This design comes from an exercise in tuning for a short achievable clock period on the open sky130 flow, not from production work.
Function was checked by simulation only, so behaviour that the tests miss may differ from the original.
In runs 2 and 3 the design's own scripts or RTL, not TritonCTS, make the clock network.
The flow treats the clock pin as an ideal source. Dropping or thinning the clock tree relies on that and would not hold on a real chip.
Power is estimated from default activity; no workload was simulated.

==> design.v <==
module alu(OPA, OPB, CIN, INP_VALID, CLK, RST, CMD, CE, MODE, COUT, OFLOW, RES, G, E, L, ERR);
    input [7:0] OPA, OPB;
    input CLK, RST, CE, MODE, CIN;
    input [1:0] INP_VALID;
    input [3:0] CMD;
    output reg [15:0] RES;
    output reg COUT, OFLOW, G, E, L, ERR;
    wire vab = INP_VALID[0] & INP_VALID[1];
    wire va = INP_VALID[0];
    wire vb = INP_VALID[1];
    wire am = CE & MODE;
    wire lm = CE & ~MODE;
    wire d_add = am & vab & (CMD == 4'd0);
    wire d_sub = am & vab & (CMD == 4'd1);
    wire d_addc = am & vab & (CMD == 4'd2);
    wire d_subc = am & vab & (CMD == 4'd3);
    wire d_inca = am & va & (CMD == 4'd4);
    wire d_deca = am & va & (CMD == 4'd5);
    wire d_incb = am & vb & (CMD == 4'd6);
    wire d_decb = am & vb & (CMD == 4'd7);
    wire d_cmp = am & vab & (CMD == 4'd8);
    wire d_sadd = am & vab & (CMD == 4'd11);
    wire d_ssub = am & vab & (CMD == 4'd12);
    wire d_and = lm & vab & (CMD == 4'd0);
    wire d_nand = lm & vab & (CMD == 4'd1);
    wire d_or = lm & vab & (CMD == 4'd2);
    wire d_nor = lm & vab & (CMD == 4'd3);
    wire d_xor = lm & vab & (CMD == 4'd4);
    wire d_xnor = lm & vab & (CMD == 4'd5);
    wire d_nota = lm & va & (CMD == 4'd6);
    wire d_notb = lm & vb & (CMD == 4'd7);
    wire d_shra = lm & va & (CMD == 4'd8);
    wire d_shla = lm & va & (CMD == 4'd9);
    wire d_shrb = lm & vb & (CMD == 4'd10);
    wire d_shlb = lm & vb & (CMD == 4'd11);
    wire d_rol = lm & vab & (CMD == 4'd12);
    wire d_ror = lm & vab & (CMD == 4'd13);
    wire mul_en = am & vab & (CMD[3:2] == 2'b10) & (CMD[1] ^ CMD[0]);
    wire [9:0] y = {2'b00, OPB};
    wire [9:0] xa = {2'b00, OPA};
    wire b0i_y0 = 1'b1, b0i_y1 = y[0], b0i_y2 = y[1];
    wire one0i = b0i_y1 ^ b0i_y0;
    wire e0i = b0i_y2 ^ b0i_y1;
    wire [8:0] row0i_d = {9{b0i_y2}} ^ (one0i ? xa[8:0] : ({9{e0i}} & {xa[7:0], 1'b1}));
    wire b0s_y0 = 1'b0, b0s_y1 = y[0], b0s_y2 = y[1];
    wire one0s = b0s_y1 ^ b0s_y0;
    wire e0s = b0s_y2 ^ b0s_y1;
    wire [8:0] row0s_d = {9{b0s_y2}} ^ (one0s ? xa[8:0] : ({9{e0s}} & {xa[7:0], 1'b0}));
    wire cor0i_d = ~y[1] | y[0];
    wire cor0s_d = y[1];
    wire b1_y0 = y[1], b1_y1 = y[2], b1_y2 = y[3];
    wire one1 = b1_y1 ^ b1_y0;               
    wire e1 = b1_y2 ^ b1_y1;                 
    wire [8:1] row1_d = {8{b1_y2}} ^ (one1 ? xa[8:1] : ({8{e1}} & xa[7:0]));
    wire row1i0_d = b1_y2 ^ (one1 ? xa[0] : e1);
    wire row1s0_d = b1_y2 ^ (one1 & xa[0]);
    wire cor1i_d = (~b1_y2 & (b1_y1 | b1_y0)) | (b1_y2 & b1_y1 & b1_y0);
    wire cor1s_d = b1_y2;
    wire b2_y0 = y[3], b2_y1 = y[4], b2_y2 = y[5];
    wire one2 = b2_y1 ^ b2_y0;               
    wire e2 = b2_y2 ^ b2_y1;                 
    wire [8:1] row2_d = {8{b2_y2}} ^ (one2 ? xa[8:1] : ({8{e2}} & xa[7:0]));
    wire row2i0_d = b2_y2 ^ (one2 ? xa[0] : e2);
    wire row2s0_d = b2_y2 ^ (one2 & xa[0]);
    wire cor2i_d = (~b2_y2 & (b2_y1 | b2_y0)) | (b2_y2 & b2_y1 & b2_y0);
    wire cor2s_d = b2_y2;
    wire b3_y0 = y[5], b3_y1 = y[6], b3_y2 = y[7];
    wire one3 = b3_y1 ^ b3_y0;               
    wire e3 = b3_y2 ^ b3_y1;                 
    wire [8:1] row3_d = {8{b3_y2}} ^ (one3 ? xa[8:1] : ({8{e3}} & xa[7:0]));
    wire row3i0_d = b3_y2 ^ (one3 ? xa[0] : e3);
    wire row3s0_d = b3_y2 ^ (one3 & xa[0]);
    wire cor3i_d = (~b3_y2 & (b3_y1 | b3_y0)) | (b3_y2 & b3_y1 & b3_y0);
    wire cor3s_d = b3_y2;
    wire b4_y0 = y[7], b4_y1 = y[8], b4_y2 = y[9];
    wire one4 = b4_y1 ^ b4_y0;               
    wire e4 = b4_y2 ^ b4_y1;                 
    wire [7:1] row4_d = {7{b4_y2}} ^ (one4 ? xa[7:1] : ({7{e4}} & xa[6:0]));
    wire row4i0_d = b4_y2 ^ (one4 ? xa[0] : e4);
    wire row4s0_d = b4_y2 ^ (one4 & xa[0]);
    wire cor4i_d = (~b4_y2 & (b4_y1 | b4_y0)) | (b4_y2 & b4_y1 & b4_y0);
    wire cor4s_d = b4_y2;
    wire [15:0] rol_d = {OPA, OPA} << OPB[1:0];    
    wire [15:0] ror_d = {OPA, OPA} >> OPB[1:0];
    wire cu_d = CIN & ~CMD[3] & CMD[1] & ~CMD[0];       
    wire cv_d = ~(CIN & ~CMD[3] & CMD[1] & CMD[0]);    
    reg [8:0] row0i_q, row0s_q;
    reg cor0i_q, cor0s_q;
    reg [8:1] row1_q;
    reg row1i0_q, row1s0_q, cor1i_q, cor1s_q;
    reg [8:1] row2_q;
    reg row2i0_q, row2s0_q, cor2i_q, cor2s_q;
    reg [8:1] row3_q;
    reg row3i0_q, row3s0_q, cor3i_q, cor3s_q;
    reg [7:1] row4_q;
    reg row4i0_q, row4s0_q, cor4i_q, cor4s_q;
    reg [3:0] nsgn_q;        
    reg m_inc_q, m_sft_q;
    reg [7:0] a_q, b_q;
    reg [7:0] rol_q, ror_q;    
    reg err1_q;                
    reg [7:0] ug_q, up_q, vg_q, vp_q;
    reg ug0c_q, vg0c_q;
    reg cu_q, cv_q, bmax_cin_q, za_q, zb_q;
    reg q_add;
    reg q_sub;
    reg q_addc;
    reg q_subc;
    reg q_inca;
    reg q_deca;
    reg q_incb;
    reg q_decb;
    reg q_cmp;
    reg q_sadd;
    reg q_ssub;
    reg q_and;
    reg q_nand;
    reg q_or;
    reg q_nor;
    reg q_xor;
    reg q_xnor;
    reg q_nota;
    reg q_notb;
    reg q_shra;
    reg q_shla;
    reg q_shrb;
    reg q_shlb;
    reg q_rol;
    reg q_ror;
    always @(posedge CLK) begin
        row0i_q <= row0i_d; row0s_q <= row0s_d;
        cor0i_q <= cor0i_d; cor0s_q <= cor0s_d;
        row1_q <= row1_d;
        row1i0_q <= row1i0_d; row1s0_q <= row1s0_d;
        cor1i_q <= cor1i_d; cor1s_q <= cor1s_d;
        row2_q <= row2_d;
        row2i0_q <= row2i0_d; row2s0_q <= row2s0_d;
        cor2i_q <= cor2i_d; cor2s_q <= cor2s_d;
        row3_q <= row3_d;
        row3i0_q <= row3i0_d; row3s0_q <= row3s0_d;
        cor3i_q <= cor3i_d; cor3s_q <= cor3s_d;
        row4_q <= row4_d;
        row4i0_q <= row4i0_d; row4s0_q <= row4s0_d;
        cor4i_q <= cor4i_d; cor4s_q <= cor4s_d;
        nsgn_q <= ~{OPB[7], OPB[5], OPB[3], OPB[1]};
        m_inc_q <= mul_en & CMD[0];
        m_sft_q <= mul_en & ~CMD[0];
        a_q <= OPA;
        rol_q <= rol_d[15:8];
        ror_q <= ror_d[7:0];
        err1_q <= (d_rol | d_ror) & (|OPB[7:3]);
        ug_q <= OPA & OPB;
        up_q <= OPA ^ OPB;
        vg_q <= OPA & ~OPB;
        vp_q <= ~(OPA ^ OPB);
        ug0c_q <= (OPA[0] & OPB[0]) | ((OPA[0] ^ OPB[0]) & cu_d);
        vg0c_q <= (OPA[0] & ~OPB[0]) | (~(OPA[0] ^ OPB[0]) & cv_d);
        b_q <= OPB;
        cu_q <= cu_d;
        cv_q <= cv_d;
        bmax_cin_q <= CIN & (&OPB);
        za_q <= (OPA == 8'd0);
        zb_q <= (OPB == 8'd0);
        q_add <= d_add;
        q_sub <= d_sub;
        q_addc <= d_addc;
        q_subc <= d_subc;
        q_inca <= d_inca;
        q_deca <= d_deca;
        q_incb <= d_incb;
        q_decb <= d_decb;
        q_cmp <= d_cmp;
        q_sadd <= d_sadd;
        q_ssub <= d_ssub;
        q_and <= d_and;
        q_nand <= d_nand;
        q_or <= d_or;
        q_nor <= d_nor;
        q_xor <= d_xor;
        q_xnor <= d_xnor;
        q_nota <= d_nota;
        q_notb <= d_notb;
        q_shra <= d_shra;
        q_shla <= d_shla;
        q_shrb <= d_shrb;
        q_shlb <= d_shlb;
        q_rol <= d_rol;
        q_ror <= d_ror;
    end
    wire u_G0_1 = ug_q[1] | (up_q[1] & ug0c_q);
    wire u_G0_2 = ug_q[2] | (up_q[2] & ug_q[1]);
    wire u_P0_2 = up_q[2] & up_q[1];
    wire u_G0_3 = ug_q[3] | (up_q[3] & ug_q[2]);
    wire u_P0_3 = up_q[3] & up_q[2];
    wire u_G0_4 = ug_q[4] | (up_q[4] & ug_q[3]);
    wire u_P0_4 = up_q[4] & up_q[3];
    wire u_G0_5 = ug_q[5] | (up_q[5] & ug_q[4]);
    wire u_P0_5 = up_q[5] & up_q[4];
    wire u_G0_6 = ug_q[6] | (up_q[6] & ug_q[5]);
    wire u_P0_6 = up_q[6] & up_q[5];
    wire u_G0_7 = ug_q[7] | (up_q[7] & ug_q[6]);
    wire u_P0_7 = up_q[7] & up_q[6];
    wire u_G1_2 = u_G0_2 | (u_P0_2 & ug0c_q);
    wire u_G1_3 = u_G0_3 | (u_P0_3 & u_G0_1);
    wire u_G1_4 = u_G0_4 | (u_P0_4 & u_G0_2);
    wire u_P1_4 = u_P0_4 & u_P0_2;
    wire u_G1_5 = u_G0_5 | (u_P0_5 & u_G0_3);
    wire u_P1_5 = u_P0_5 & u_P0_3;
    wire u_G1_6 = u_G0_6 | (u_P0_6 & u_G0_4);
    wire u_P1_6 = u_P0_6 & u_P0_4;
    wire u_G1_7 = u_G0_7 | (u_P0_7 & u_G0_5);
    wire u_P1_7 = u_P0_7 & u_P0_5;
    wire u_G2_4 = u_G1_4 | (u_P1_4 & ug0c_q);
    wire u_G2_5 = u_G1_5 | (u_P1_5 & u_G0_1);
    wire u_G2_6 = u_G1_6 | (u_P1_6 & u_G1_2);
    wire u_G2_7 = u_G1_7 | (u_P1_7 & u_G1_3);
    wire v_G0_1 = vg_q[1] | (vp_q[1] & vg0c_q);
    wire v_G0_2 = vg_q[2] | (vp_q[2] & vg_q[1]);
    wire v_P0_2 = vp_q[2] & vp_q[1];
    wire v_G0_3 = vg_q[3] | (vp_q[3] & vg_q[2]);
    wire v_P0_3 = vp_q[3] & vp_q[2];
    wire v_G0_4 = vg_q[4] | (vp_q[4] & vg_q[3]);
    wire v_P0_4 = vp_q[4] & vp_q[3];
    wire v_G0_5 = vg_q[5] | (vp_q[5] & vg_q[4]);
    wire v_P0_5 = vp_q[5] & vp_q[4];
    wire v_G0_6 = vg_q[6] | (vp_q[6] & vg_q[5]);
    wire v_P0_6 = vp_q[6] & vp_q[5];
    wire v_G0_7 = vg_q[7] | (vp_q[7] & vg_q[6]);
    wire v_P0_7 = vp_q[7] & vp_q[6];
    wire v_G1_2 = v_G0_2 | (v_P0_2 & vg0c_q);
    wire v_G1_3 = v_G0_3 | (v_P0_3 & v_G0_1);
    wire v_G1_4 = v_G0_4 | (v_P0_4 & v_G0_2);
    wire v_P1_4 = v_P0_4 & v_P0_2;
    wire v_G1_5 = v_G0_5 | (v_P0_5 & v_G0_3);
    wire v_P1_5 = v_P0_5 & v_P0_3;
    wire v_G1_6 = v_G0_6 | (v_P0_6 & v_G0_4);
    wire v_P1_6 = v_P0_6 & v_P0_4;
    wire v_G1_7 = v_G0_7 | (v_P0_7 & v_G0_5);
    wire v_P1_7 = v_P0_7 & v_P0_5;
    wire v_G2_4 = v_G1_4 | (v_P1_4 & vg0c_q);
    wire v_G2_5 = v_G1_5 | (v_P1_5 & v_G0_1);
    wire v_G2_6 = v_G1_6 | (v_P1_6 & v_G1_2);
    wire v_G2_7 = v_G1_7 | (v_P1_7 & v_G1_3);
    wire [7:0] su = {(up_q[7] ^ u_G2_6), (up_q[6] ^ u_G2_5), (up_q[5] ^ u_G2_4), (up_q[4] ^ u_G1_3), (up_q[3] ^ u_G1_2), (up_q[2] ^ u_G0_1), (up_q[1] ^ ug0c_q), (up_q[0] ^ cu_q)};
    wire cu8 = u_G2_7;
    wire [7:0] sv = {(vp_q[7] ^ v_G2_6), (vp_q[6] ^ v_G2_5), (vp_q[5] ^ v_G2_4), (vp_q[4] ^ v_G1_3), (vp_q[3] ^ v_G1_2), (vp_q[2] ^ v_G0_1), (vp_q[1] ^ vg0c_q), (vp_q[0] ^ cv_q)};
    wire cv8 = v_G2_7;
    wire [7:0] ia = a_q + 8'd1;
    wire [7:0] da = a_q - 8'd1;
    wire [7:0] ib = b_q + 8'd1;
    wire [7:0] db = b_q - 8'd1;
    wire s8a = up_q[7] ^ cu8;      
    wire s8s = vp_q[7] ^ cv8;      
    wire eq = &vp_q;
    wire zsa = ~(|su) & ~s8a;
    wire zss = ~(|sv) & ~s8s;
    wire berr = |b_q[7:3];
    wire [7:0] rol8 = b_q[2] ? {rol_q[3:0], rol_q[7:4]} : rol_q;
    wire [7:0] ror8 = b_q[2] ? {ror_q[3:0], ror_q[7:4]} : ror_q;
    wire [7:0] lo8 =
          ({8{q_add | q_addc | q_sadd}} & su)
        | ({8{q_sub | q_subc | q_ssub}} & sv)
        | ({8{q_inca}} & ia) | ({8{q_deca}} & da) | ({8{q_incb}} & ib) | ({8{q_decb}} & db)
        | ({8{q_and}} & (a_q & b_q)) | ({8{q_nand}} & ~(a_q & b_q))
        | ({8{q_or}} & (a_q | b_q)) | ({8{q_nor}} & ~(a_q | b_q))
        | ({8{q_xor}} & (a_q ^ b_q)) | ({8{q_xnor}} & ~(a_q ^ b_q))
        | ({8{q_nota}} & ~a_q) | ({8{q_notb}} & ~b_q)
        | ({8{q_shra}} & {1'b0, a_q[7:1]}) | ({8{q_shla}} & {a_q[6:0], 1'b0})
        | ({8{q_shrb}} & {1'b0, b_q[7:1]}) | ({8{q_shlb}} & {b_q[6:0], 1'b0})
        | ({8{q_rol & ~berr}} & rol8) | ({8{q_ror & ~berr}} & ror8);
    wire hi = (q_sadd & s8a) | (q_ssub & s8s);
    wire [15:0] other = {{8{hi}}, lo8};
    wire cout_d = ((q_add | q_addc) & cu8) | (q_sadd & s8a) | (q_ssub & s8s);
    wire oflow_d = (q_sub & ~cv8) | (q_subc & ~cv8 & ~bmax_cin_q)
        | (q_deca & za_q) | (q_decb & zb_q)
        | (q_sadd & ~up_q[7] & (su[7] ^ ug_q[7]))      
        | (q_ssub & ~vp_q[7] & (sv[7] ^ vg_q[7]));     
    wire g_d = (q_cmp & cv8 & ~eq) | (q_sadd & ~s8a & ~zsa) | (q_ssub & ~s8s & ~zss);
    wire e_d = (q_cmp & eq) | (q_sadd & zsa) | (q_ssub & zss);
    wire l_d = (q_cmp & ~cv8) | (q_sadd & s8a) | (q_ssub & s8s);
    wire err_d = err1_q;
    wire t0s = row0i_q[6] ^ row1_q[4];
    wire t0c = row0i_q[6] & row1_q[4];
    wire t1s = row0i_q[7] ^ row1_q[5];
    wire t1c = row0i_q[7] & row1_q[5];
    wire t2s = row0i_q[8] ^ row1_q[6] ^ row2_q[4];
    wire t2c = (row0i_q[8] & row1_q[6]) | (row0i_q[8] & row2_q[4]) | (row1_q[6] & row2_q[4]);
    wire t3s = row3_q[2] ^ row4i0_q;
    wire t3c = row3_q[2] & row4i0_q;
    wire t4s = row1_q[7] ^ row2_q[5] ^ row3_q[3];
    wire t4c = (row1_q[7] & row2_q[5]) | (row1_q[7] & row3_q[3]) | (row2_q[5] & row3_q[3]);
    wire t5s = row4_q[1] ^ ~nsgn_q[0];
    wire t5c = row4_q[1] & ~nsgn_q[0];
    wire t6s = row1_q[8] ^ row2_q[6] ^ row3_q[4];
    wire t6c = (row1_q[8] & row2_q[6]) | (row1_q[8] & row3_q[4]) | (row2_q[6] & row3_q[4]);
    wire t7s = row4_q[2] ^ ~nsgn_q[0];
    wire t7c = row4_q[2] & ~nsgn_q[0];
    wire t8s = row2_q[7] ^ row3_q[5] ^ row4_q[3];
    wire t8c = (row2_q[7] & row3_q[5]) | (row2_q[7] & row4_q[3]) | (row3_q[5] & row4_q[3]);
    wire t9s = nsgn_q[1] ^ nsgn_q[0];
    wire t9c = nsgn_q[1] & nsgn_q[0];
    wire t10s = row2_q[8] ^ row3_q[6] ^ row4_q[4];
    wire t10c = (row2_q[8] & row3_q[6]) | (row2_q[8] & row4_q[4]) | (row3_q[6] & row4_q[4]);
    wire t11s = row0i_q[4] ^ row1_q[2];
    wire t11c = row0i_q[4] & row1_q[2];
    wire t12s = row0i_q[5] ^ row1_q[3];
    wire t12c = row0i_q[5] & row1_q[3];
    wire t13s = t0s ^ row2_q[2] ^ row3i0_q;
    wire t13c = (t0s & row2_q[2]) | (t0s & row3i0_q) | (row2_q[2] & row3i0_q);
    wire t14s = t0c ^ t1s ^ row2_q[3];
    wire t14c = (t0c & t1s) | (t0c & row2_q[3]) | (t1s & row2_q[3]);
    wire t15s = t1c ^ t2s ^ t3s;
    wire t15c = (t1c & t2s) | (t1c & t3s) | (t2s & t3s);
    wire t16s = t2c ^ t3c ^ t4s;
    wire t16c = (t2c & t3c) | (t2c & t4s) | (t3c & t4s);
    wire t17s = t4c ^ t5c ^ t6s;
    wire t17c = (t4c & t5c) | (t4c & t6s) | (t5c & t6s);
    wire t18s = t6c ^ t7c ^ t8s;
    wire t18c = (t6c & t7c) | (t6c & t8s) | (t7c & t8s);
    wire t19s = t8c ^ t9c ^ t10s;
    wire t19c = (t8c & t9c) | (t8c & t10s) | (t9c & t10s);
    wire t20s = t10c ^ row3_q[7] ^ row4_q[5];
    wire t20c = (t10c & row3_q[7]) | (t10c & row4_q[5]) | (row3_q[7] & row4_q[5]);
    wire t21s = row3_q[8] ^ row4_q[6];
    wire t21c = row3_q[8] & row4_q[6];
    wire t22s = row0i_q[2] ^ row1i0_q;
    wire t22c = row0i_q[2] & row1i0_q;
    wire t23s = row0i_q[3] ^ row1_q[1];
    wire t23c = row0i_q[3] & row1_q[1];
    wire t24s = t11s ^ row2i0_q ^ cor2i_q;
    wire t24c = (t11s & row2i0_q) | (t11s & cor2i_q) | (row2i0_q & cor2i_q);
    wire t25s = t11c ^ t12s ^ row2_q[1];
    wire t25c = (t11c & t12s) | (t11c & row2_q[1]) | (t12s & row2_q[1]);
    wire t26s = t12c ^ t13s ^ cor3i_q;
    wire t26c = (t12c & t13s) | (t12c & cor3i_q) | (t13s & cor3i_q);
    wire t27s = t13c ^ t14s ^ row3_q[1];
    wire t27c = (t13c & t14s) | (t13c & row3_q[1]) | (t14s & row3_q[1]);
    wire t28s = t14c ^ t15s ^ cor4i_q;
    wire t28c = (t14c & t15s) | (t14c & cor4i_q) | (t15s & cor4i_q);
    wire t29s = t15c ^ t16s ^ t5s;
    wire t29c = (t15c & t16s) | (t15c & t5s) | (t16s & t5s);
    wire t30s = t16c ^ t17s ^ t7s;
    wire t30c = (t16c & t17s) | (t16c & t7s) | (t17s & t7s);
    wire t31s = t17c ^ t18s ^ t9s;
    wire t31c = (t17c & t18s) | (t17c & t9s) | (t18s & t9s);
    wire t32s = t18c ^ t19s ^ 1'b1;
    wire t32c = (t18c & t19s) | (t18c & 1'b1) | (t19s & 1'b1);
    wire t33s = t19c ^ t20s ^ nsgn_q[2];
    wire t33c = (t19c & t20s) | (t19c & nsgn_q[2]) | (t20s & nsgn_q[2]);
    wire t34s = t20c ^ t21s ^ 1'b1;
    wire t34c = (t20c & t21s) | (t20c & 1'b1) | (t21s & 1'b1);
    wire t35s = t21c ^ row4_q[7] ^ nsgn_q[3];
    wire t35c = (t21c & row4_q[7]) | (t21c & nsgn_q[3]) | (row4_q[7] & nsgn_q[3]);
    wire fi_g0 = row0i_q[0] & cor0i_q & m_inc_q;
    wire fi_p0 = (row0i_q[0] ^ cor0i_q) & m_inc_q;
    wire fi_g1 = row0i_q[1] & 1'b0 & m_inc_q;
    wire fi_p1 = (row0i_q[1] ^ 1'b0) & m_inc_q;
    wire fi_g2 = t22s & cor1i_q & m_inc_q;
    wire fi_p2 = (t22s ^ cor1i_q) & m_inc_q;
    wire fi_g3 = t22c & t23s & m_inc_q;
    wire fi_p3 = (t22c ^ t23s) & m_inc_q;
    wire fi_g4 = t23c & t24s & m_inc_q;
    wire fi_p4 = (t23c ^ t24s) & m_inc_q;
    wire fi_g5 = t24c & t25s & m_inc_q;
    wire fi_p5 = (t24c ^ t25s) & m_inc_q;
    wire fi_g6 = t25c & t26s & m_inc_q;
    wire fi_p6 = (t25c ^ t26s) & m_inc_q;
    wire fi_g7 = t26c & t27s & m_inc_q;
    wire fi_p7 = (t26c ^ t27s) & m_inc_q;
    wire fi_g8 = t27c & t28s & m_inc_q;
    wire fi_p8 = (t27c ^ t28s) & m_inc_q;
    wire fi_g9 = t28c & t29s & m_inc_q;
    wire fi_p9 = (t28c ^ t29s) & m_inc_q;
    wire fi_g10 = t29c & t30s & m_inc_q;
    wire fi_p10 = (t29c ^ t30s) & m_inc_q;
    wire fi_g11 = t30c & t31s & m_inc_q;
    wire fi_p11 = (t30c ^ t31s) & m_inc_q;
    wire fi_g12 = t31c & t32s & m_inc_q;
    wire fi_p12 = (t31c ^ t32s) & m_inc_q;
    wire fi_g13 = t32c & t33s & m_inc_q;
    wire fi_p13 = (t32c ^ t33s) & m_inc_q;
    wire fi_g14 = t33c & t34s & m_inc_q;
    wire fi_p14 = (t33c ^ t34s) & m_inc_q;
    wire fi_g15 = t34c & t35s & m_inc_q;
    wire fi_p15 = (t34c ^ t35s) & m_inc_q;
    wire fi_G0_1 = fi_g1 | (fi_p1 & fi_g0);
    wire fi_G0_2 = fi_g2 | (fi_p2 & fi_g1);
    wire fi_P0_2 = fi_p2 & fi_p1;
    wire fi_G0_3 = fi_g3 | (fi_p3 & fi_g2);
    wire fi_P0_3 = fi_p3 & fi_p2;
    wire fi_G0_4 = fi_g4 | (fi_p4 & fi_g3);
    wire fi_P0_4 = fi_p4 & fi_p3;
    wire fi_G0_5 = fi_g5 | (fi_p5 & fi_g4);
    wire fi_P0_5 = fi_p5 & fi_p4;
    wire fi_G0_6 = fi_g6 | (fi_p6 & fi_g5);
    wire fi_P0_6 = fi_p6 & fi_p5;
    wire fi_G0_7 = fi_g7 | (fi_p7 & fi_g6);
    wire fi_P0_7 = fi_p7 & fi_p6;
    wire fi_G0_8 = fi_g8 | (fi_p8 & fi_g7);
    wire fi_P0_8 = fi_p8 & fi_p7;
    wire fi_G0_9 = fi_g9 | (fi_p9 & fi_g8);
    wire fi_P0_9 = fi_p9 & fi_p8;
    wire fi_G0_10 = fi_g10 | (fi_p10 & fi_g9);
    wire fi_P0_10 = fi_p10 & fi_p9;
    wire fi_G0_11 = fi_g11 | (fi_p11 & fi_g10);
    wire fi_P0_11 = fi_p11 & fi_p10;
    wire fi_G0_12 = fi_g12 | (fi_p12 & fi_g11);
    wire fi_P0_12 = fi_p12 & fi_p11;
    wire fi_G0_13 = fi_g13 | (fi_p13 & fi_g12);
    wire fi_P0_13 = fi_p13 & fi_p12;
    wire fi_G0_14 = fi_g14 | (fi_p14 & fi_g13);
    wire fi_P0_14 = fi_p14 & fi_p13;
    wire fi_G0_15 = fi_g15 | (fi_p15 & fi_g14);
    wire fi_P0_15 = fi_p15 & fi_p14;
    wire fi_G1_2 = fi_G0_2 | (fi_P0_2 & fi_g0);
    wire fi_G1_3 = fi_G0_3 | (fi_P0_3 & fi_G0_1);
    wire fi_G1_4 = fi_G0_4 | (fi_P0_4 & fi_G0_2);
    wire fi_P1_4 = fi_P0_4 & fi_P0_2;
    wire fi_G1_5 = fi_G0_5 | (fi_P0_5 & fi_G0_3);
    wire fi_P1_5 = fi_P0_5 & fi_P0_3;
    wire fi_G1_6 = fi_G0_6 | (fi_P0_6 & fi_G0_4);
    wire fi_P1_6 = fi_P0_6 & fi_P0_4;
    wire fi_G1_7 = fi_G0_7 | (fi_P0_7 & fi_G0_5);
    wire fi_P1_7 = fi_P0_7 & fi_P0_5;
    wire fi_G1_8 = fi_G0_8 | (fi_P0_8 & fi_G0_6);
    wire fi_P1_8 = fi_P0_8 & fi_P0_6;
    wire fi_G1_9 = fi_G0_9 | (fi_P0_9 & fi_G0_7);
    wire fi_P1_9 = fi_P0_9 & fi_P0_7;
    wire fi_G1_10 = fi_G0_10 | (fi_P0_10 & fi_G0_8);
    wire fi_P1_10 = fi_P0_10 & fi_P0_8;
    wire fi_G1_11 = fi_G0_11 | (fi_P0_11 & fi_G0_9);
    wire fi_P1_11 = fi_P0_11 & fi_P0_9;
    wire fi_G1_12 = fi_G0_12 | (fi_P0_12 & fi_G0_10);
    wire fi_P1_12 = fi_P0_12 & fi_P0_10;
    wire fi_G1_13 = fi_G0_13 | (fi_P0_13 & fi_G0_11);
    wire fi_P1_13 = fi_P0_13 & fi_P0_11;
    wire fi_G1_14 = fi_G0_14 | (fi_P0_14 & fi_G0_12);
    wire fi_P1_14 = fi_P0_14 & fi_P0_12;
    wire fi_G1_15 = fi_G0_15 | (fi_P0_15 & fi_G0_13);
    wire fi_P1_15 = fi_P0_15 & fi_P0_13;
    wire fi_G2_4 = fi_G1_4 | (fi_P1_4 & fi_g0);
    wire fi_G2_5 = fi_G1_5 | (fi_P1_5 & fi_G0_1);
    wire fi_G2_6 = fi_G1_6 | (fi_P1_6 & fi_G1_2);
    wire fi_G2_7 = fi_G1_7 | (fi_P1_7 & fi_G1_3);
    wire fi_G2_8 = fi_G1_8 | (fi_P1_8 & fi_G1_4);
    wire fi_P2_8 = fi_P1_8 & fi_P1_4;
    wire fi_G2_9 = fi_G1_9 | (fi_P1_9 & fi_G1_5);
    wire fi_P2_9 = fi_P1_9 & fi_P1_5;
    wire fi_G2_10 = fi_G1_10 | (fi_P1_10 & fi_G1_6);
    wire fi_P2_10 = fi_P1_10 & fi_P1_6;
    wire fi_G2_11 = fi_G1_11 | (fi_P1_11 & fi_G1_7);
    wire fi_P2_11 = fi_P1_11 & fi_P1_7;
    wire fi_G2_12 = fi_G1_12 | (fi_P1_12 & fi_G1_8);
    wire fi_P2_12 = fi_P1_12 & fi_P1_8;
    wire fi_G2_13 = fi_G1_13 | (fi_P1_13 & fi_G1_9);
    wire fi_P2_13 = fi_P1_13 & fi_P1_9;
    wire fi_G2_14 = fi_G1_14 | (fi_P1_14 & fi_G1_10);
    wire fi_P2_14 = fi_P1_14 & fi_P1_10;
    wire fi_G2_15 = fi_G1_15 | (fi_P1_15 & fi_G1_11);
    wire fi_P2_15 = fi_P1_15 & fi_P1_11;
    wire fi_G3_8 = fi_G2_8 | (fi_P2_8 & fi_g0);
    wire fi_G3_9 = fi_G2_9 | (fi_P2_9 & fi_G0_1);
    wire fi_G3_10 = fi_G2_10 | (fi_P2_10 & fi_G1_2);
    wire fi_G3_11 = fi_G2_11 | (fi_P2_11 & fi_G1_3);
    wire fi_G3_12 = fi_G2_12 | (fi_P2_12 & fi_G2_4);
    wire fi_G3_13 = fi_G2_13 | (fi_P2_13 & fi_G2_5);
    wire fi_G3_14 = fi_G2_14 | (fi_P2_14 & fi_G2_6);
    wire fi_G3_15 = fi_G2_15 | (fi_P2_15 & fi_G2_7);
    wire t36s = row0s_q[6] ^ row1_q[4];
    wire t36c = row0s_q[6] & row1_q[4];
    wire t37s = row0s_q[7] ^ row1_q[5];
    wire t37c = row0s_q[7] & row1_q[5];
    wire t38s = row0s_q[8] ^ row1_q[6] ^ row2_q[4];
    wire t38c = (row0s_q[8] & row1_q[6]) | (row0s_q[8] & row2_q[4]) | (row1_q[6] & row2_q[4]);
    wire t39s = row3_q[2] ^ row4s0_q;
    wire t39c = row3_q[2] & row4s0_q;
    wire t40s = row1_q[7] ^ row2_q[5] ^ row3_q[3];
    wire t40c = (row1_q[7] & row2_q[5]) | (row1_q[7] & row3_q[3]) | (row2_q[5] & row3_q[3]);
    wire t41s = row4_q[1] ^ ~nsgn_q[0];
    wire t41c = row4_q[1] & ~nsgn_q[0];
    wire t42s = row1_q[8] ^ row2_q[6] ^ row3_q[4];
    wire t42c = (row1_q[8] & row2_q[6]) | (row1_q[8] & row3_q[4]) | (row2_q[6] & row3_q[4]);
    wire t43s = row4_q[2] ^ ~nsgn_q[0];
    wire t43c = row4_q[2] & ~nsgn_q[0];
    wire t44s = row2_q[7] ^ row3_q[5] ^ row4_q[3];
    wire t44c = (row2_q[7] & row3_q[5]) | (row2_q[7] & row4_q[3]) | (row3_q[5] & row4_q[3]);
    wire t45s = nsgn_q[1] ^ nsgn_q[0];
    wire t45c = nsgn_q[1] & nsgn_q[0];
    wire t46s = row2_q[8] ^ row3_q[6] ^ row4_q[4];
    wire t46c = (row2_q[8] & row3_q[6]) | (row2_q[8] & row4_q[4]) | (row3_q[6] & row4_q[4]);
    wire t47s = row0s_q[4] ^ row1_q[2];
    wire t47c = row0s_q[4] & row1_q[2];
    wire t48s = row0s_q[5] ^ row1_q[3];
    wire t48c = row0s_q[5] & row1_q[3];
    wire t49s = t36s ^ row2_q[2] ^ row3s0_q;
    wire t49c = (t36s & row2_q[2]) | (t36s & row3s0_q) | (row2_q[2] & row3s0_q);
    wire t50s = t36c ^ t37s ^ row2_q[3];
    wire t50c = (t36c & t37s) | (t36c & row2_q[3]) | (t37s & row2_q[3]);
    wire t51s = t37c ^ t38s ^ t39s;
    wire t51c = (t37c & t38s) | (t37c & t39s) | (t38s & t39s);
    wire t52s = t38c ^ t39c ^ t40s;
    wire t52c = (t38c & t39c) | (t38c & t40s) | (t39c & t40s);
    wire t53s = t40c ^ t41c ^ t42s;
    wire t53c = (t40c & t41c) | (t40c & t42s) | (t41c & t42s);
    wire t54s = t42c ^ t43c ^ t44s;
    wire t54c = (t42c & t43c) | (t42c & t44s) | (t43c & t44s);
    wire t55s = t44c ^ t45c ^ t46s;
    wire t55c = (t44c & t45c) | (t44c & t46s) | (t45c & t46s);
    wire t56s = t46c ^ row3_q[7] ^ row4_q[5];
    wire t56c = (t46c & row3_q[7]) | (t46c & row4_q[5]) | (row3_q[7] & row4_q[5]);
    wire t57s = row3_q[8] ^ row4_q[6];
    wire t57c = row3_q[8] & row4_q[6];
    wire t58s = row0s_q[2] ^ row1s0_q;
    wire t58c = row0s_q[2] & row1s0_q;
    wire t59s = row0s_q[3] ^ row1_q[1];
    wire t59c = row0s_q[3] & row1_q[1];
    wire t60s = t47s ^ row2s0_q ^ cor2s_q;
    wire t60c = (t47s & row2s0_q) | (t47s & cor2s_q) | (row2s0_q & cor2s_q);
    wire t61s = t47c ^ t48s ^ row2_q[1];
    wire t61c = (t47c & t48s) | (t47c & row2_q[1]) | (t48s & row2_q[1]);
    wire t62s = t48c ^ t49s ^ cor3s_q;
    wire t62c = (t48c & t49s) | (t48c & cor3s_q) | (t49s & cor3s_q);
    wire t63s = t49c ^ t50s ^ row3_q[1];
    wire t63c = (t49c & t50s) | (t49c & row3_q[1]) | (t50s & row3_q[1]);
    wire t64s = t50c ^ t51s ^ cor4s_q;
    wire t64c = (t50c & t51s) | (t50c & cor4s_q) | (t51s & cor4s_q);
    wire t65s = t51c ^ t52s ^ t41s;
    wire t65c = (t51c & t52s) | (t51c & t41s) | (t52s & t41s);
    wire t66s = t52c ^ t53s ^ t43s;
    wire t66c = (t52c & t53s) | (t52c & t43s) | (t53s & t43s);
    wire t67s = t53c ^ t54s ^ t45s;
    wire t67c = (t53c & t54s) | (t53c & t45s) | (t54s & t45s);
    wire t68s = t54c ^ t55s ^ 1'b1;
    wire t68c = (t54c & t55s) | (t54c & 1'b1) | (t55s & 1'b1);
    wire t69s = t55c ^ t56s ^ nsgn_q[2];
    wire t69c = (t55c & t56s) | (t55c & nsgn_q[2]) | (t56s & nsgn_q[2]);
    wire t70s = t56c ^ t57s ^ 1'b1;
    wire t70c = (t56c & t57s) | (t56c & 1'b1) | (t57s & 1'b1);
    wire fs_g0 = 1'b0 & 1'b0 & m_sft_q;
    wire fs_p0 = (1'b0 ^ 1'b0) & m_sft_q;
    wire fs_g1 = row0s_q[0] & cor0s_q & m_sft_q;
    wire fs_p1 = (row0s_q[0] ^ cor0s_q) & m_sft_q;
    wire fs_g2 = row0s_q[1] & 1'b0 & m_sft_q;
    wire fs_p2 = (row0s_q[1] ^ 1'b0) & m_sft_q;
    wire fs_g3 = t58s & cor1s_q & m_sft_q;
    wire fs_p3 = (t58s ^ cor1s_q) & m_sft_q;
    wire fs_g4 = t58c & t59s & m_sft_q;
    wire fs_p4 = (t58c ^ t59s) & m_sft_q;
    wire fs_g5 = t59c & t60s & m_sft_q;
    wire fs_p5 = (t59c ^ t60s) & m_sft_q;
    wire fs_g6 = t60c & t61s & m_sft_q;
    wire fs_p6 = (t60c ^ t61s) & m_sft_q;
    wire fs_g7 = t61c & t62s & m_sft_q;
    wire fs_p7 = (t61c ^ t62s) & m_sft_q;
    wire fs_g8 = t62c & t63s & m_sft_q;
    wire fs_p8 = (t62c ^ t63s) & m_sft_q;
    wire fs_g9 = t63c & t64s & m_sft_q;
    wire fs_p9 = (t63c ^ t64s) & m_sft_q;
    wire fs_g10 = t64c & t65s & m_sft_q;
    wire fs_p10 = (t64c ^ t65s) & m_sft_q;
    wire fs_g11 = t65c & t66s & m_sft_q;
    wire fs_p11 = (t65c ^ t66s) & m_sft_q;
    wire fs_g12 = t66c & t67s & m_sft_q;
    wire fs_p12 = (t66c ^ t67s) & m_sft_q;
    wire fs_g13 = t67c & t68s & m_sft_q;
    wire fs_p13 = (t67c ^ t68s) & m_sft_q;
    wire fs_g14 = t68c & t69s & m_sft_q;
    wire fs_p14 = (t68c ^ t69s) & m_sft_q;
    wire fs_g15 = t69c & t70s & m_sft_q;
    wire fs_p15 = (t69c ^ t70s) & m_sft_q;
    wire fs_G0_1 = fs_g1 | (fs_p1 & fs_g0);
    wire fs_G0_2 = fs_g2 | (fs_p2 & fs_g1);
    wire fs_P0_2 = fs_p2 & fs_p1;
    wire fs_G0_3 = fs_g3 | (fs_p3 & fs_g2);
    wire fs_P0_3 = fs_p3 & fs_p2;
    wire fs_G0_4 = fs_g4 | (fs_p4 & fs_g3);
    wire fs_P0_4 = fs_p4 & fs_p3;
    wire fs_G0_5 = fs_g5 | (fs_p5 & fs_g4);
    wire fs_P0_5 = fs_p5 & fs_p4;
    wire fs_G0_6 = fs_g6 | (fs_p6 & fs_g5);
    wire fs_P0_6 = fs_p6 & fs_p5;
    wire fs_G0_7 = fs_g7 | (fs_p7 & fs_g6);
    wire fs_P0_7 = fs_p7 & fs_p6;
    wire fs_G0_8 = fs_g8 | (fs_p8 & fs_g7);
    wire fs_P0_8 = fs_p8 & fs_p7;
    wire fs_G0_9 = fs_g9 | (fs_p9 & fs_g8);
    wire fs_P0_9 = fs_p9 & fs_p8;
    wire fs_G0_10 = fs_g10 | (fs_p10 & fs_g9);
    wire fs_P0_10 = fs_p10 & fs_p9;
    wire fs_G0_11 = fs_g11 | (fs_p11 & fs_g10);
    wire fs_P0_11 = fs_p11 & fs_p10;
    wire fs_G0_12 = fs_g12 | (fs_p12 & fs_g11);
    wire fs_P0_12 = fs_p12 & fs_p11;
    wire fs_G0_13 = fs_g13 | (fs_p13 & fs_g12);
    wire fs_P0_13 = fs_p13 & fs_p12;
    wire fs_G0_14 = fs_g14 | (fs_p14 & fs_g13);
    wire fs_P0_14 = fs_p14 & fs_p13;
    wire fs_G0_15 = fs_g15 | (fs_p15 & fs_g14);
    wire fs_P0_15 = fs_p15 & fs_p14;
    wire fs_G1_2 = fs_G0_2 | (fs_P0_2 & fs_g0);
    wire fs_G1_3 = fs_G0_3 | (fs_P0_3 & fs_G0_1);
    wire fs_G1_4 = fs_G0_4 | (fs_P0_4 & fs_G0_2);
    wire fs_P1_4 = fs_P0_4 & fs_P0_2;
    wire fs_G1_5 = fs_G0_5 | (fs_P0_5 & fs_G0_3);
    wire fs_P1_5 = fs_P0_5 & fs_P0_3;
    wire fs_G1_6 = fs_G0_6 | (fs_P0_6 & fs_G0_4);
    wire fs_P1_6 = fs_P0_6 & fs_P0_4;
    wire fs_G1_7 = fs_G0_7 | (fs_P0_7 & fs_G0_5);
    wire fs_P1_7 = fs_P0_7 & fs_P0_5;
    wire fs_G1_8 = fs_G0_8 | (fs_P0_8 & fs_G0_6);
    wire fs_P1_8 = fs_P0_8 & fs_P0_6;
    wire fs_G1_9 = fs_G0_9 | (fs_P0_9 & fs_G0_7);
    wire fs_P1_9 = fs_P0_9 & fs_P0_7;
    wire fs_G1_10 = fs_G0_10 | (fs_P0_10 & fs_G0_8);
    wire fs_P1_10 = fs_P0_10 & fs_P0_8;
    wire fs_G1_11 = fs_G0_11 | (fs_P0_11 & fs_G0_9);
    wire fs_P1_11 = fs_P0_11 & fs_P0_9;
    wire fs_G1_12 = fs_G0_12 | (fs_P0_12 & fs_G0_10);
    wire fs_P1_12 = fs_P0_12 & fs_P0_10;
    wire fs_G1_13 = fs_G0_13 | (fs_P0_13 & fs_G0_11);
    wire fs_P1_13 = fs_P0_13 & fs_P0_11;
    wire fs_G1_14 = fs_G0_14 | (fs_P0_14 & fs_G0_12);
    wire fs_P1_14 = fs_P0_14 & fs_P0_12;
    wire fs_G1_15 = fs_G0_15 | (fs_P0_15 & fs_G0_13);
    wire fs_P1_15 = fs_P0_15 & fs_P0_13;
    wire fs_G2_4 = fs_G1_4 | (fs_P1_4 & fs_g0);
    wire fs_G2_5 = fs_G1_5 | (fs_P1_5 & fs_G0_1);
    wire fs_G2_6 = fs_G1_6 | (fs_P1_6 & fs_G1_2);
    wire fs_G2_7 = fs_G1_7 | (fs_P1_7 & fs_G1_3);
    wire fs_G2_8 = fs_G1_8 | (fs_P1_8 & fs_G1_4);
    wire fs_P2_8 = fs_P1_8 & fs_P1_4;
    wire fs_G2_9 = fs_G1_9 | (fs_P1_9 & fs_G1_5);
    wire fs_P2_9 = fs_P1_9 & fs_P1_5;
    wire fs_G2_10 = fs_G1_10 | (fs_P1_10 & fs_G1_6);
    wire fs_P2_10 = fs_P1_10 & fs_P1_6;
    wire fs_G2_11 = fs_G1_11 | (fs_P1_11 & fs_G1_7);
    wire fs_P2_11 = fs_P1_11 & fs_P1_7;
    wire fs_G2_12 = fs_G1_12 | (fs_P1_12 & fs_G1_8);
    wire fs_P2_12 = fs_P1_12 & fs_P1_8;
    wire fs_G2_13 = fs_G1_13 | (fs_P1_13 & fs_G1_9);
    wire fs_P2_13 = fs_P1_13 & fs_P1_9;
    wire fs_G2_14 = fs_G1_14 | (fs_P1_14 & fs_G1_10);
    wire fs_P2_14 = fs_P1_14 & fs_P1_10;
    wire fs_G2_15 = fs_G1_15 | (fs_P1_15 & fs_G1_11);
    wire fs_P2_15 = fs_P1_15 & fs_P1_11;
    wire fs_G3_8 = fs_G2_8 | (fs_P2_8 & fs_g0);
    wire fs_G3_9 = fs_G2_9 | (fs_P2_9 & fs_G0_1);
    wire fs_G3_10 = fs_G2_10 | (fs_P2_10 & fs_G1_2);
    wire fs_G3_11 = fs_G2_11 | (fs_P2_11 & fs_G1_3);
    wire fs_G3_12 = fs_G2_12 | (fs_P2_12 & fs_G2_4);
    wire fs_G3_13 = fs_G2_13 | (fs_P2_13 & fs_G2_5);
    wire fs_G3_14 = fs_G2_14 | (fs_P2_14 & fs_G2_6);
    wire fs_G3_15 = fs_G2_15 | (fs_P2_15 & fs_G2_7);
    wire [15:0] res_d = {((fi_p15 | fs_p15 | other[15]) ^ (fi_G3_14 | fs_G3_14)), ((fi_p14 | fs_p14 | other[14]) ^ (fi_G3_13 | fs_G3_13)), ((fi_p13 | fs_p13 | other[13]) ^ (fi_G3_12 | fs_G3_12)), ((fi_p12 | fs_p12 | other[12]) ^ (fi_G3_11 | fs_G3_11)), ((fi_p11 | fs_p11 | other[11]) ^ (fi_G3_10 | fs_G3_10)), ((fi_p10 | fs_p10 | other[10]) ^ (fi_G3_9 | fs_G3_9)), ((fi_p9 | fs_p9 | other[9]) ^ (fi_G3_8 | fs_G3_8)), ((fi_p8 | fs_p8 | other[8]) ^ (fi_G2_7 | fs_G2_7)), ((fi_p7 | fs_p7 | other[7]) ^ (fi_G2_6 | fs_G2_6)), ((fi_p6 | fs_p6 | other[6]) ^ (fi_G2_5 | fs_G2_5)), ((fi_p5 | fs_p5 | other[5]) ^ (fi_G2_4 | fs_G2_4)), ((fi_p4 | fs_p4 | other[4]) ^ (fi_G1_3 | fs_G1_3)), ((fi_p3 | fs_p3 | other[3]) ^ (fi_G1_2 | fs_G1_2)), ((fi_p2 | fs_p2 | other[2]) ^ (fi_G0_1 | fs_G0_1)), ((fi_p1 | fs_p1 | other[1]) ^ (fi_g0 | fs_g0)), ((fi_p0 | fs_p0 | other[0]) ^ (1'b0 | 1'b0))};
    always @(posedge CLK or posedge RST) begin
        if (RST) begin
            RES <= 16'd0;
            COUT <= 1'b0; OFLOW <= 1'b0; G <= 1'b0; E <= 1'b0; L <= 1'b0; ERR <= 1'b0;
        end
        else begin
            RES <= res_d;
            COUT <= cout_d; OFLOW <= oflow_d; G <= g_d; E <= e_d; L <= l_d; ERR <= err_d;
        end
    end
endmodule
==> flow/run.sh <==
#!/bin/bash
# Standard ORFS flow (the standard.sh) with:
#  - the standard flow's synthesis script wrapped so that ABC uses flow/abc_speed.script, and no
#    full-adder cell extraction;
#  - input port buffers resized and a hand-built two-level clock tree
#    (flow/pre_cts.tcl, flow/manual_cts.tcl) in place of TritonCTS;
#  - repair_timing aiming well below the 8 ns constraint.
W=$(pwd)
export MY_FLOW_DIR=$W/flow
export MY_ABC_SCRIPT=$W/flow/abc_speed.script
export FLOW_SYNTH_TCL=$W/synth_recipe.tcl
export MCTS_NROOT=4
export MCTS_NLEAF=2
bash standard.sh SYNTH_SCRIPT=$W/flow/my_synth.tcl ADDER_MAP_FILE= ABC_CLOCK_PERIOD_IN_PS=1000 \
  PRE_CTS_TCL=$W/flow/pre_cts.tcl POST_CTS_TCL=$W/flow/post_cts.tcl SETUP_SLACK_MARGIN=5.7 finish > flow_make.log 2>&1
==> flow/abc_speed.script <==
strash
&get -n
&st
&if -g -K 6
&syn2
&if -g -K 6
&put
dch -f
map {D}
buffer
upsize {D}
dnsize {D}
stime -p
==> flow/manual_cts.tcl <==
proc mcts_split {items key} {
  set s [lsort -real -index $key $items]
  set h [expr {[llength $s] / 2}]
  return [list [lrange $s 0 [expr {$h - 1}]] [lrange $s $h end]]
}
proc mcts_groups {items n} {
  set groups [list $items]
  set key 1
  while {[llength $groups] < $n} {
    set ng {}
    foreach g $groups { lappend ng {*}[mcts_split $g $key] }
    set groups $ng
    set key [expr {$key == 1 ? 2 : 1}]
  }
  return $groups
}
proc mcts_center {g} {
  set sx 0; set sy 0
  foreach e $g { set sx [expr {$sx + [lindex $e 1]}]; set sy [expr {$sy + [lindex $e 2]}] }
  return [list [expr {int($sx / [llength $g])}] [expr {int($sy / [llength $g])}]]
}
proc mcts_buffer {block master name innet g} {
  lassign [mcts_center $g] cx cy
  set inst [odb::dbInst_create $block $master $name]
  set net [odb::dbNet_create $block "${name}_net"]
  $net setSigType CLOCK
  [$inst findITerm A] connect $innet
  [$inst findITerm X] connect $net
  foreach e $g { set it [lindex $e 0]; $it disconnect; $it connect $net }
  $inst setLocation $cx $cy
  $inst setPlacementStatus PLACED
  return [list [$inst findITerm A] $cx $cy]
}
proc manual_cts {args} {
  set nroot [expr {[info exists ::env(MCTS_NROOT)] ? $::env(MCTS_NROOT) : 4}]
  set nleaf [expr {[info exists ::env(MCTS_NLEAF)] ? $::env(MCTS_NLEAF) : 1}]
  set block [ord::get_db_block]
  set master [[ord::get_db] findMaster sky130_fd_sc_hd__clkbuf_16]
  set clknet [[$block findBTerm CLK] getNet]
  set items {}
  foreach it [$clknet getITerms] {
    set b [[$it getInst] getBBox]
    lappend items [list $it [expr {([$b xMin] + [$b xMax]) / 2}] [expr {([$b yMin] + [$b yMax]) / 2}]]
  }
  puts "manual_cts: [llength $items] sinks, $nroot root buffers, $nleaf leaf buffers each"
  set r 0
  foreach g [mcts_groups $items $nroot] {
    if {$nleaf > 1} {
      # leaf buffers first, on the clock port's net; then the root buffer takes them over
      set leaves {}
      set l 0
      foreach lg [mcts_groups $g $nleaf] {
        lappend leaves [mcts_buffer $block $master "clkbuf_m_${r}_$l" $clknet $lg]
        puts "manual_cts: leaf $r.$l drives [llength $lg] sinks"
        incr l
      }
      mcts_buffer $block $master "clkbuf_m_$r" $clknet $leaves
    } else {
      mcts_buffer $block $master "clkbuf_m_$r" $clknet $g
      puts "manual_cts: root $r drives [llength $g] sinks"
    }
    incr r
  }
}
==> flow/my_synth.tcl <==
# The standard flow's synthesis script (synth_recipe.tcl), with Yosys's abc pass given our own ABC
# script: SOP balancing before a delay-driven standard-cell map.
proc abc {args} {
  set i [lsearch -exact $args -script]
  if {$i >= 0} { lset args [expr {$i + 1}] $::env(MY_ABC_SCRIPT) }
  yosys abc {*}$args
}
source $::env(FLOW_SYNTH_TCL)
==> flow/post_cts.tcl <==
# End of ORFS's CTS step: size up the weakest logic cells (drive 0, low-power inverters)
# left by repair_timing, run one more round of timing repair, and legalize again.
foreach inst [get_cells *] {
  set m [get_property $inst ref_name]
  if {[regexp {^sky130_fd_sc_hd__([a-z0-9]+)_0$} $m -> base]} {
    catch { replace_cell $inst sky130_fd_sc_hd__${base}_1 }
  } elseif {[regexp {^sky130_fd_sc_hd__clkinvlp_([0-9]+)$} $m -> n]} {
    catch { replace_cell $inst sky130_fd_sc_hd__inv_$n }
  }
}
estimate_parasitics -placement
repair_timing_helper
detailed_placement
check_placement -verbose
==> flow/pre_cts.tcl <==
# Start of ORFS's CTS step.
# 1. Input port buffers: a buf_8 on every input port (the standard flow's rule: every port keeps a
#    buffer); the ports fan out widely and the placement-time buffers are small.
foreach inst [get_cells input*] {
  set m [get_property $inst ref_name]
  if {[string match "sky130_fd_sc_hd__*buf*" $m]} {
    replace_cell $inst sky130_fd_sc_hd__buf_8
  }
}
# 2. Replace TritonCTS by the clock tree of manual_cts.tcl; the rest of the step
#    (legalization, timing repair) runs unchanged.
source $::env(MY_FLOW_DIR)/manual_cts.tcl
rename clock_tree_synthesis tritoncts_clock_tree_synthesis
proc clock_tree_synthesis {args} { manual_cts }
==> standard.sh <==
#!/bin/bash
# synth_recipe.tcl (not shown) runs the flow's synth.tcl, then flattens the netlist and writes it again
# the make line also repeats each setting of config.mk as NAME=value (left out here)
make -C /OpenROAD-flow-scripts/flow DESIGN_CONFIG=/design/flow/config.mk WORK_HOME=/design/flow/orfs CLKGATE_MAP_FILE= SYNTH_SCRIPT=/design/flow/synth_recipe.tcl "${@:-finish}"
==> config.mk <==
export PLATFORM = sky130hd
export DESIGN_NAME = alu
export DESIGN_NICKNAME = alu
export VERILOG_FILES = /design/flow/design.v
export SDC_FILE = /design/flow/constraint.sdc
export NUM_CORES = 4
export LEC_CHECK = 0
export CAP_MARGIN = 20
export CORE_MARGIN = 2
export CORE_UTILIZATION = 40
export SLEW_MARGIN = 20
==> constraint.sdc <==
create_clock -name core_clock -period 8.0 [get_ports {CLK}]
set_input_delay 1.6000 -clock core_clock [delete_from_list [all_inputs] [get_ports {CLK}]]
set_output_delay 1.6000 -clock core_clock [all_outputs]
set_load 0.01 [all_outputs]
==> impl_metrics.py, run 1 <==
metrics = {
    "outcome": {
        "status": "stopped before the end",
        "first-error": "ERROR: ABC script did not complete successfully",
        "lastStage": "synthesis",
    },
    "synth": {
        "yosys_warnings": 1,
    },
}
==> run 2, diff against run 1 <==
==> flow/abc_speed.script (replaced) <==
strash
&get -n
&st
&if -g -K 6
&syn2
&if -g -K 6
&put
dch
map {D}
buffer
upsize {D}
dnsize {D}
stime -p
==> impl_metrics.py, run 2 <==
metrics = {
    "pwr": {
        "p_int_w": 0.00167,
        "p_leak_nw": 7.62,
        "seqPwrFrac": 0.397,
        "peakVddDrop_uv": 134,
        "p_switching_w": 0.00103,
        "combPwrFrac": 0.396,
        "p_sw_frac": 0.383,
        "power.density_nw_per_um2": 151,
        "p_clk_frac": 0.207,
    },
    "grt": {
        "grt_pass1_vias": 13900,
        "antenna_found_initial": 1,
        "grt-ovfl-total": 0,
        "track_usage": 0.321,
        "grt_max_degree": 28,
        "grt_pass1_wl_um": 79400,
    },
    "timing": {
        "slew_violations": 0,
        "max_freq_mhz": 402,
        "fin_ws_ns": 5.51,
        "skew_ns": 0.0332,
        "worst_pin_slew_ns": 0.533,
        "period_needed_ns": 2.49,
        "setup_violations": 0,
        "hold_viol": 0,
        "max-slew-margin-rel": 0.644,
        "setup_tns_ns": 0,
        "rsz0062_at_grt": "true",
        "timing.final.crit_share": 0.311,
    },
    "synth": {
        "synthDistinctLibCells": 69,
        "synth_top_area_cell": "dfxtp_1",
        "async_reset_ff_frac": 0.120,
        "synth_edf_count": 0,
        "synthCells": 1855,
        "yosysMostFrequentCell": "nand2_1",
        "synth_seq_area_share": 0.313,
        "syn_area_um2": 12100,
        "synthFlopType": "dfxtp_1",
        "yosys_warnings": 1,
        "synthTopCellsByCount": "366 x nand2_1, 227 x nor2_1, 196 x nand3_1",
        "synthTopCellsByArea": "dfxtp_1 27%, nand2_1 11%, nand3_1 8.1%",
        "syn-num-nets": 1882,
        "avgSynthCellArea_um2": 6.53,
        "yosys.area.top_type_share": 0.268,
        "ys_ff_latch": 184,
    },
    "floorplan": {
        "initial_utilization": 0.408,
        "row_count": 63,
        "die_w_um": 178,
        "ioPinCount": 49,
        "die-height_um": 178,
        "core_area_um2": 29700,
        "dieArea_um2": 31700,
    },
    "finish": {
        "post-route-util": 0.600,
        "top_register": "RES",
        "top_regs": "RES (16), row0i_q (9), row0s_q (9)",
        "largest_reg_flops": 16,
        "fillers": 2546,
        "final_layout_size_suffix_gt1_frac": 0.349,
        "layout_common_cells": "314 x nand2_1, 161 x nand3_1, 154 x nor2_1, 129 x buf_4, 127 x inv_1",
        "nNetsFinal": 2113,
        "final_common_cell": "nand2_1",
        "syn_to_final_growth_pct": 47.1,
        "diodes": 0,
    },
    "critical_path": {
        "worstPathMaxFanout": 7,
        "cp.required_ns": 8.21,
        "crit_arrival_ns": 2.70,
        "critPathLaunchType": "register",
        "critical_path.startpoint": "row1_q[5]",
        "crit_type": "reg2reg",
        "cp-end-kind": "register",
        "r2r-start": "row1_q[5]",
    },
    "route": {
        "ant_nets": 0,
        "drt-total-wl_um": 52700,
        "detail_route.iter0.violations": 1791,
        "via_per_inst": 6.08,
        "drc_errors": 0,
        "vias": 15000,
        "first_pass_iters": 6,
        "wl_per_cell_um": 21.3,
    },
    "outcome": {
        "status": "complete, no violations",
    },
    "flow_run": {
        "cap_viol_max_count": 0,
    },
    "clock_network": {
        "clock_latency_ns": 0.31,
        "clk_pin_slew_worst_paths_ns": 0.11,
    },
    "min_path": {
        "hp-start": "err1_q",
        "hold_path_class": "reg2reg",
    },
    "placed_design": {
        "dpl.hpwl_um": 35600,
        "portBuffers": 48,
        "place_ws_ns": 4.11,
        "place.gp.congestion": 0.947,
    },
}
==> run 2: power by group through the flow <==
stage / logic (W) / clock network, W / registers, W
2_1_floorplan: 0.000544 / 0 / 0.00104
5_1_grt: 0.00115 / 0.000602 / 0.00108
3_5_place_dp: 0.000724 / 0 / 0.00108
3_3_place_gp: 0.000714 / 0 / 0.00108
6_report: 0.00107 / 0.000560 / 0.00107
==> run 2: stage by stage <==
stage / instances / instance area (µm²) / hold slack (ns) / power (W)
5_1_grt: 2474 / 17800 / 0.357 / 0.00283
2_1_floorplan: 1855 / 12500 / 0.316 / 0.00159
6_report: 2474 / 17800 / 0.349 / 0.00270
3_3_place_gp: 2260 / 13100 / 0.340 / 0.00179
3_5_place_dp: 2260 / 13100 / 0.344 / 0.00180
==> run 2: kinds of logic (layout without fill, tap and decap cells) <==
group | count (synthesis) | count (layout) | share of synthesized area
xor gates and xnor gates | 29 | 29 | 0.0210
and+or+nand+nor | 1001 | 1001 | 0.377
buffers and inverters | 223 | 452 | 0.0695
DFF | 184 | 184 | 0.313
AOI/OAI and AO/OA | 417 | 417 | 0.219
muxes | 1 | 1 | 0.000826
==> run 2: path summary, 6_finish.rpt <==
path | endpoint | slack, ns | depth (start not counted)
setup / recovery | RES[15] | 5.51 | 12
hold / removal | ERR | 0.35 | 0
setup reg to reg | RES[15] | 5.51 | 12
hold reg to reg | ERR | 0.35 | 0
max in group asynchronous | E | 6.47 | 2
min in group asynchronous | COUT | 1.24 | 2
==> run 2: worst max-delay path, stage by stage, from the launching register on <==
cell       delay (ns)
dfxtp_4          0.40
buf_4            0.19
buf_4            0.15
xnor2_2          0.16
a21boi_1         0.22
nand3_2          0.22
o2111ai_1        0.30
nand2_2          0.16
o2bb2ai_2        0.19
nand4_1          0.13
nand3_1          0.10
o21bai_1         0.13
nand2_1          0.06
==> run 2: per-layer routing <==
layer	up-vias	GRT usage	routed length (µm)
met1	7145	0.460	23000
met4	2	0.0953	1940
met5	-	0	9
met3	139	0.0345	4470
met2	741	0.506	23300
li1	7019	-	-
==> run 2: area by class of cell <==
type,instances,area (µm²),area share
Timing Repair Buffer,260,2810,0.158
Sequential cell,184,3910,0.219
Buffer,12,300,0.0168
Timing Repair inverter,1,11.3,0.000632
Inverter,179,856,0.0480
Tap cell,390,488,0.0274
Multi-Input combinational cell,1448,9460,0.530
==> run 3, diff against run 2 <==
--- a/flow/run.sh
+++ b/flow/run.sh
@@ -12,4 +12,4 @@
 export MCTS_NROOT=4
 export MCTS_NLEAF=2
 bash standard.sh SYNTH_SCRIPT=$W/flow/my_synth.tcl ADDER_MAP_FILE= ABC_CLOCK_PERIOD_IN_PS=1000 \
-  PRE_CTS_TCL=$W/flow/pre_cts.tcl POST_CTS_TCL=$W/flow/post_cts.tcl SETUP_SLACK_MARGIN=5.7 finish > flow_make.log 2>&1
+  PRE_CTS_TCL=$W/flow/pre_cts.tcl POST_CTS_TCL=$W/flow/post_cts.tcl SETUP_SLACK_MARGIN=5.75 finish > flow_make.log 2>&1
==> impl_metrics.py, run 3 <==
metrics = {
    "route": {
        "vias": 15600,
        "wl_per_cell_um": 22.6,
        "drt-total-wl_um": 57000,
        "via_per_inst": 6.21,
        "ant_nets": 0,
        "first_pass_iters": 5,
        "drc_errors": 0,
        "detail_route.iter0.violations": 1732,
    },
    "placed_design": {
        "place.gp.congestion": 0.941,
        "portBuffers": 48,
        "dpl.hpwl_um": 35500,
    },
    "floorplan": {
        "initial_utilization": 0.408,
        "row_count": 63,
        "ioPinCount": 49,
        "dieArea_um2": 31700,
        "die-height_um": 178,
        "core_area_um2": 29700,
        "die_w_um": 178,
    },
    "clock_network": {
        "clk_pin_slew_worst_paths_ns": 0.11,
        "clock_latency_ns": 0.31,
    },
    "finish": {
        "nNetsFinal": 2159,
        "largest_reg_flops": 16,
        "fillers": 2408,
        "final_layout_size_suffix_gt1_frac": 0.395,
        "syn_to_final_growth_pct": 54.7,
        "top_regs": "RES (16), row0i_q (9), row0s_q (9)",
        "layout_common_cells": "297 x nand2_1, 156 x buf_4, 149 x nand3_1, 146 x nor2_1, 124 x inv_1",
        "post-route-util": 0.631,
        "multi_input_area_um2": 9870,
        "ff_latch_area_um2": 3940,
        "final_common_cell": "nand2_1",
        "top_register": "RES",
    },
    "critical_path": {
        "rrSetupSlack_ns": 5.59,
        "critical-path-max-stage-delay_ns": 0.39,
        "critPathLaunchType": "register",
        "critical_path.startpoint": "row3_q[3]",
        "r2r_cells": 13,
        "cp-end-kind": "register",
        "r2r-start": "row3_q[3]",
        "crit_arrival_ns": 2.62,
        "crit_chain": "or2_4 -> nand3_4 -> nand2_4 -> nand4_1 -> nand4_1 -> nand2_1 -> nand2_1 -> o21ai_4 -> nand4_4 -> nand3_4 -> nand2_1 -> o2111ai_1 -> nand2_1",
        "cp.required_ns": 8.21,
        "worstPathMaxFanout": 7,
        "critPathCapture": "RES[13]",
        "crit_type": "reg2reg",
        "cp_slowest_cell": "dfxtp_4",
        "cp_common_cell": "nand2_1",
        "crit-reg2reg-capture": "RES[13]",
    },
    "synth": {
        "async_reset_ff_frac": 0.120,
        "synth_top_area_cell": "dfxtp_1",
        "synth_edf_count": 0,
        "avgSynthCellArea_um2": 6.53,
        "synthTopCellsByArea": "dfxtp_1 27%, nand2_1 11%, nand3_1 8.1%",
        "yosysMostFrequentCell": "nand2_1",
        "syn_area_um2": 12100,
        "yosys.area.top_type_share": 0.268,
        "synthFlopType": "dfxtp_1",
        "synth_seq_area_share": 0.313,
        "synthDistinctLibCells": 69,
        "yosys_warnings": 1,
        "ys_ff_latch": 184,
        "syn-num-nets": 1882,
        "synthCells": 1855,
        "synthTopCellsByCount": "366 x nand2_1, 227 x nor2_1, 196 x nand3_1",
    },
    "timing": {
        "rsz0062_at_grt": "true",
        "setup_tns_ns": 0,
        "skew_ns": 0.0245,
        "worst_pin_slew_ns": 0.616,
        "period_needed_ns": 2.41,
        "slew_violations": 0,
        "timing.final.crit_share": 0.301,
        "setup_violations": 0,
        "max_freq_mhz": 415,
        "hold_viol": 0,
        "max-slew-margin-rel": 0.587,
    },
    "grt": {
        "grt_max_degree": 25,
        "antenna_found_initial": 4,
        "grt-ovfl-total": 0,
        "grt_pass1_vias": 14400,
        "grt_pass1_wl_um": 83800,
        "track_usage": 0.341,
    },
    "flow_run": {
        "cap_viol_max_count": 0,
    },
    "pwr": {
        "peakVddDrop_uv": 169,
        "p_leak_nw": 7.98,
        "power.density_nw_per_um2": 150,
    },
    "outcome": {
        "status": "complete, no violations",
    },
    "min_path": {
        "hold_path_class": "reg2reg",
    },
}
==> run 3: cells by family after synthesis <==
family | synth area share
AOI/OAI and AO/OA | 0.219
xor gates and xnor gates | 0.0210
buffers and inverters | 0.0695
DFF | 0.313
muxes | 0.000826
and+or+nand+nor | 0.377
==> run 3: worst min path at each step <==
stage | from | end | slack [ns] | cells past startpoint
after global routing | err1_q | ERR | 0.35 | 0
final | err1_q | ERR | 0.34 | 0
after floorplan | err1_q | ERR | 0.32 | 0
after detailed placement | err1_q | ERR | 0.33 | 0
after global placement | err1_q | ERR | 0.33 | 0
==> run 3: power by group <==
group	internal, W	total [W]	switching [W]
clock	0.000271	0.000574	0.000303
sequential	0.000982	0.00107	0.0000923
combinational	0.000455	0.00116	0.000704
==> run 3: worst max-delay path, delay by kind of cell, from the launching register on <==
family / cells / cell delay (ns)
AND/OR/NAND/NOR: 11 / 1.53
AO/OA/AOI/OAI: 2 / 0.40
flip-flops: 1 / 0.39
==> run 3: layer usage <==
| metal | routed length (µm) | vias to the layer above | GRT usage |
|---|---|---|---|
| met5 | 30 | - | 0 |
| met4 | 2860 | 4 | 0.129 |
| met3 | 5460 | 202 | 0.0509 |
| met2 | 25100 | 873 | 0.534 |
| met1 | 23500 | 7438 | 0.472 |
| li1 | - | 7128 | - |
==> run 3: stage by stage <==
stage                     setup WS, ns  area, µm²  power (W)  cells  hold slack [ns]
after global routing              5.44      18800    0.00292   2520            0.351
after detailed placement          4.11      13200    0.00180   2258            0.328
after global placement            4.13      13200    0.00180   2258            0.325
after floorplan                   5.57      12700    0.00160   1855            0.316
final                             5.59      18800    0.00281   2521            0.336
==> run 3: area by class of cell <==
type                            count  share of cell area
Antenna cell                        1            0.000133
Timing Repair inverter              1            0.000600
Timing Repair Buffer              306               0.174
Inverter                          179              0.0465
Buffer                             12              0.0160
Sequential cell                   184               0.210
Multi-Input combinational cell   1448               0.526
Tap cell                          390              0.0260

re-timing with driven ports:
Ports are ideal in the flow. The routed layouts listed here were re-timed in OpenROAD.
Step 1 sets driving cells, clkbuf_16 on the clock port and buf_2 on the other inputs (assumed; they add their load-dependent delay and slew).
Step 2 also shifts input and output timing later by t, the mid clock arrival at the registers, as if the neighbouring blocks saw the same clock.
Slacks: ideal ports / drivers / drivers and shift; pairs: ideal ports / drivers.
| run | shift t [ns] | setup WS [ns] | worst hold slack (ns) | latest minus earliest clock arrival (ns) | worst data-port slew with drivers (ns) |
|---|---|---|---|---|---|
| run 2 | 0.390 | 5.512 / 5.480 / 5.364 | 0.349 / 0.349 / 0.349 | 0.033 / 0.033 | 0.07 |
| run 3 | 0.396 | 5.589 / 5.494 / 5.369 | 0.336 / 0.336 / 0.336 | 0.024 / 0.024 | 0.10 |
After both steps every run listed still meets setup and hold. The setup slack of run 3, which loses most, moves by -0.095 ns with the drivers and by -0.220 ns with both steps.
